Context: an optimization exercise on an open-source flow, tuned for small area. The choices shown serve that exercise and are no tape-out recipe. Power figures rest on the tool's default switching activity, not on a simulated workload.

==> module ultrasonic_new, before the edit <==
module ultrasonic_new(clk,rst,echo,en62,endisp,latch,cur,oh,sel,seg,lt,eq);
input        clk, rst, echo;
input        en62;         
input        endisp;       
input        latch;        
input  [1:0] cur;          
input  [3:0] oh;           
output [3:0] sel;
output [7:0] seg;
output reg   lt;           
output reg   eq;           
function [3:0] inc;
input [3:0] d;
inc = {d[3] ^ (d[2] & ~d[0]), d[1] & d[0], d[0], ~d[2]};
endfunction
function is9;
input [3:0] d;
is9 = d[3] & d[2] & ~d[0];
endfunction
function [7:0] dis;
input [3:0] d;
begin
case(d)
4'b0000: dis = 8'b11111100;
4'b0001: dis = 8'b01100000;
4'b0010: dis = 8'b00000000;
4'b0011: dis = 8'b11011010;
4'b0100: dis = 8'b11111110;
4'b0101: dis = 8'b01100010;
4'b0110: dis = 8'b01100110;
4'b0111: dis = 8'b11110010;
4'b1000: dis = 8'b10110110;
4'b1001: dis = 8'b10111110;
4'b1010: dis = 8'b10100000;
4'b1011: dis = 8'b11100000;
4'b1100: dis = 8'b11110110;
4'b1101: dis = 8'b11111110;
4'b1110: dis = 8'b11110110;
4'b1111: dis = 8'b11111110;
endcase
end
endfunction
reg ebuf, flag;
always @(posedge clk)
	if (rst) begin
		ebuf <= 1'b0;
		flag <= 1'b0;
	end else begin
		ebuf <= echo;
		flag <= ebuf;
	end
wire rising = ebuf & ~flag;
reg  [8:0] c289;
wire       mm = (c289 == 9'h07f);
always @(posedge clk)
	if (rst | rising | mm) c289 <= 9'h0;
	else             c289 <= {~c289[7:0], ~(c289[8] ^ c289[4])};
reg [3:0] d1, d2, d3, d4;
wire i1 = flag & mm;
wire i2 = i1 & is9(d1);
wire i3 = i2 & is9(d2);
wire i4 = i3 & is9(d3);
always @(posedge clk)
	if (rst | rising) begin
		d1 <= 4'b0000; d2 <= 4'b0000; d3 <= 4'b0000; d4 <= 4'b0000;
	end else begin
		if (i1) d1 <= inc(d1);
		if (i2) d2 <= inc(d2);
		if (i3) d3 <= inc(d3);
		if (i4) d4 <= inc(d4);
	end
reg [3:0] l1, l2, l3, l4;
reg       all;
always @(posedge clk)
	if (rst) begin
		l1 <= 4'b0000; l2 <= 4'b0000; l3 <= 4'b0000; l4 <= 4'b0010;
		all <= 1'b0;
	end else if (endisp) begin
		all <= flag;
		if (flag) begin
			l1 <= 4'b0000; l2 <= 4'b0000; l3 <= 4'b0000; l4 <= 4'b0000;
		end else if (latch) begin
			l1 <= d1; l2 <= d2; l3 <= d3; l4 <= d4;
		end
	end
wire l4z  = ~l4[3] & ~l4[2] & ~l4[0];              
wire l3lo = ~l3[3] & ~l3[2] & ~l3[1];              
wire clt  = l4z & l3lo & (~l3[0] | ~l2[3]);        
wire ceq  = l4z & l3lo & l3[0] & l2[3] & ~l2[2] & ~l2[0]
            & ~l1[3] & ~l1[2] & ~l1[0];            
always @(posedge clk)
	if (rst) begin
		lt <= 1'b1;
		eq <= 1'b0;
	end else if (en62) begin
		lt <= clt;
		eq <= ceq;
	end
reg [3:0] shown;
always @(*)
	case (cur)
	2'd0: shown = l1;
	2'd1: shown = l2;
	2'd2: shown = l3;
	default: shown = l4;
	endcase
assign seg = dis(shown);
assign sel = {4{all}} | oh;
endmodule
==> flow/config.mk <==
export PLATFORM = sky130hd
export DESIGN_NAME = car
export DESIGN_NICKNAME = car
export VERILOG_FILES = /design/flow/design.v
export SDC_FILE = /design/flow/constraint.sdc
export NUM_CORES = 4
export LEC_CHECK = 0
export CAP_MARGIN = 0
export CORE_MARGIN = 2
export CORE_UTILIZATION = 60
export GPL_TIMING_DRIVEN = 0
export SLEW_MARGIN = 0
==> flow/constraint.sdc <==
create_clock -name core_clock -period 20.0 [get_ports {clk}]
set_input_delay 4.0000 -clock core_clock [delete_from_list [all_inputs] [get_ports {clk}]]
set_output_delay 4.0000 -clock core_clock [all_outputs]
set_load 0.01 [all_outputs]
standard.sh (not shown) runs the stock make flow with config.mk's settings and CLKGATE_MAP_FILE= SYNTH_SCRIPT=/design/flow/synth_recipe.tcl, a recipe that flattens the netlist after the stock synthesis.
==> flow/flow/run.sh <==
#!/bin/bash
# Own layout flow: the standard synthesis; then the combinational logic
# between the (unchanged) registers is re-mapped by ABC for area (several
# ABC runs in parallel, the smallest result kept); then the standard ORFS
# layout steps with 1x port buffers, no tie-cell fanout repair and the
# clock tree settings in cts.args. Each tool's output goes to a log file here.
set -euo pipefail
W=$(pwd)
R=$W/orfs/results/$FLOW_PLATFORM/car/base
LIB=$FLOW_HOME/platforms/$FLOW_PLATFORM/lib/sky130_fd_sc_hd__tt_025C_1v80.lib

# 1. standard synthesis
bash standard.sh synth > $W/flow_synth.log 2>&1

# 2. area re-mapping of the logic; registers and tie cells are kept as they are
DU=$(sed -n '/^export DONT_USE_CELLS/,/^$/p' $FLOW_HOME/platforms/$FLOW_PLATFORM/config.mk \
     | tr -d '\\' | tr ' \t' '\n\n' | grep '^sky130' | sed 's/^/-dont_use /' | tr '\n' ' ')
cp $R/1_2_yosys.v $W/std_synth.v
for i in 0 1 2 3; do
  if [[ $i == 3 ]]; then cp $W/flow/area_fast.abc $W/area_$i.abc
  else sed "s/@SEED@/$i/" $W/flow/area.abc > $W/area_$i.abc; fi
  cat > $W/remap_$i.ys <<EOT
read_liberty -ignore_miss_func $LIB
blackbox sky130_fd_sc_hd__df* sky130_fd_sc_hd__conb_1
read_verilog $W/std_synth.v
hierarchy -top $FLOW_TOP
flatten
delete t:\$scopeinfo
opt_clean
opt
abc -script $W/area_$i.abc -liberty $LIB $DU
opt_clean -purge
read_liberty -lib -overwrite $LIB
hilomap -singleton -hicell sky130_fd_sc_hd__conb_1 HI -locell sky130_fd_sc_hd__conb_1 LO
splitnets
opt_clean -purge
tee -o $W/remap_stat_$i.txt stat -liberty $LIB
check -assert -mapped
write_verilog -noattr -nohex -nodec $W/remap_$i.v
EOT
  yosys -s $W/remap_$i.ys > $W/flow_remap_$i.log 2>&1 &
done
wait
best=""; barea=""
for i in 0 1 2 3; do
  if [[ -s $W/remap_$i.v ]] && grep -q "Chip area" $W/remap_stat_$i.txt; then
    a=$(grep "Chip area" $W/remap_stat_$i.txt | awk '{print $NF}')
    echo "remap $i: $a" >> $W/remap_choice.txt
    if [[ -z "$best" ]] || awk -v a="$a" -v b="$barea" 'BEGIN{exit !(a<b)}'; then best=$i; barea=$a; fi
  fi
done
echo "kept remap $best ($barea)" >> $W/remap_choice.txt
cp $W/remap_$best.v $R/1_2_yosys.v
touch $R/1_2_yosys.v

# 3. layout
export BUFFER_PORTS_ARGS="-buffer_cell sky130_fd_sc_hd__buf_1"
export SKIP_REPAIR_TIE_FANOUT=1
export CTS_ARGS="$(cat $W/flow/cts.args)"
bash standard.sh finish > $W/flow_finish.log 2>&1
Other scripts of this flow, unchanged in this note and not shown: flow/flow/area.abc, flow/flow/area_fast.abc, flow/flow/cts.args
The starting point passed the timing, DRC and antenna checks.
==> next run, changes <==
--- a/flow/design.v
+++ b/flow/design.v
@@ -60,5 +60,5 @@
 wire       mm = (c289 == 9'h07f);
 always @(posedge clk)
-	if (rst | rising | mm) c289 <= 9'h0;
+	if (rising | mm) c289 <= 9'h0;
 	else             c289 <= {~c289[7:0], ~(c289[8] ^ c289[4])};
 reg [3:0] d1, d2, d3, d4;
Result:
- The new run finished with timing, DRC and antenna clean
- routed wire length barely changes
- core utilization is about the same
- non-clock buffer count grows by 1
- combinational power grows by about 9%
- setup slack gets better by 0.092 ns
- sequential power grows by about 2%
- design area barely changes
- sequential cell count does not change
- global-route usage hardly moves
No run of this note included a check of the RTL's function; only the layout flow was run.

## static timing again, ports no longer ideal
No port has a modelled driver above. Below, the same layouts with a new extraction and two added sets of constraints.
Step 1 (the two cells are an assumption about what drives the block):
set clk [get_ports {clk}]
set_driving_cell -lib_cell sky130_fd_sc_hd__clkbuf_16 $clk
set_driving_cell -lib_cell sky130_fd_sc_hd__buf_2 [delete_from_list [all_inputs] $clk]
Step 2 adds t to the input delays and takes it off the output delays; t is the mean of the earliest and latest rising clock arrival at the registers after step 1. Input paths then give back, and output paths get back, about the clock's delay inside the block.
Slacks: ideal / step 1 / step 2; pairs: ideal / step 1.
run	shift t [ns]	setup slack, ns	hold WS [ns]	slew at the worst register clock pin (ns)	cell pins on the clock port's net
the first run	0.647	12.885 / 12.850 / 12.925	0.357 / 0.357 / 0.357	0.10 / 0.10	1
the second run	0.649	12.977 / 12.942 / 13.220	0.390 / 0.390 / 0.390	0.10 / 0.10	1
After both steps setup and hold are still met in every run listed.
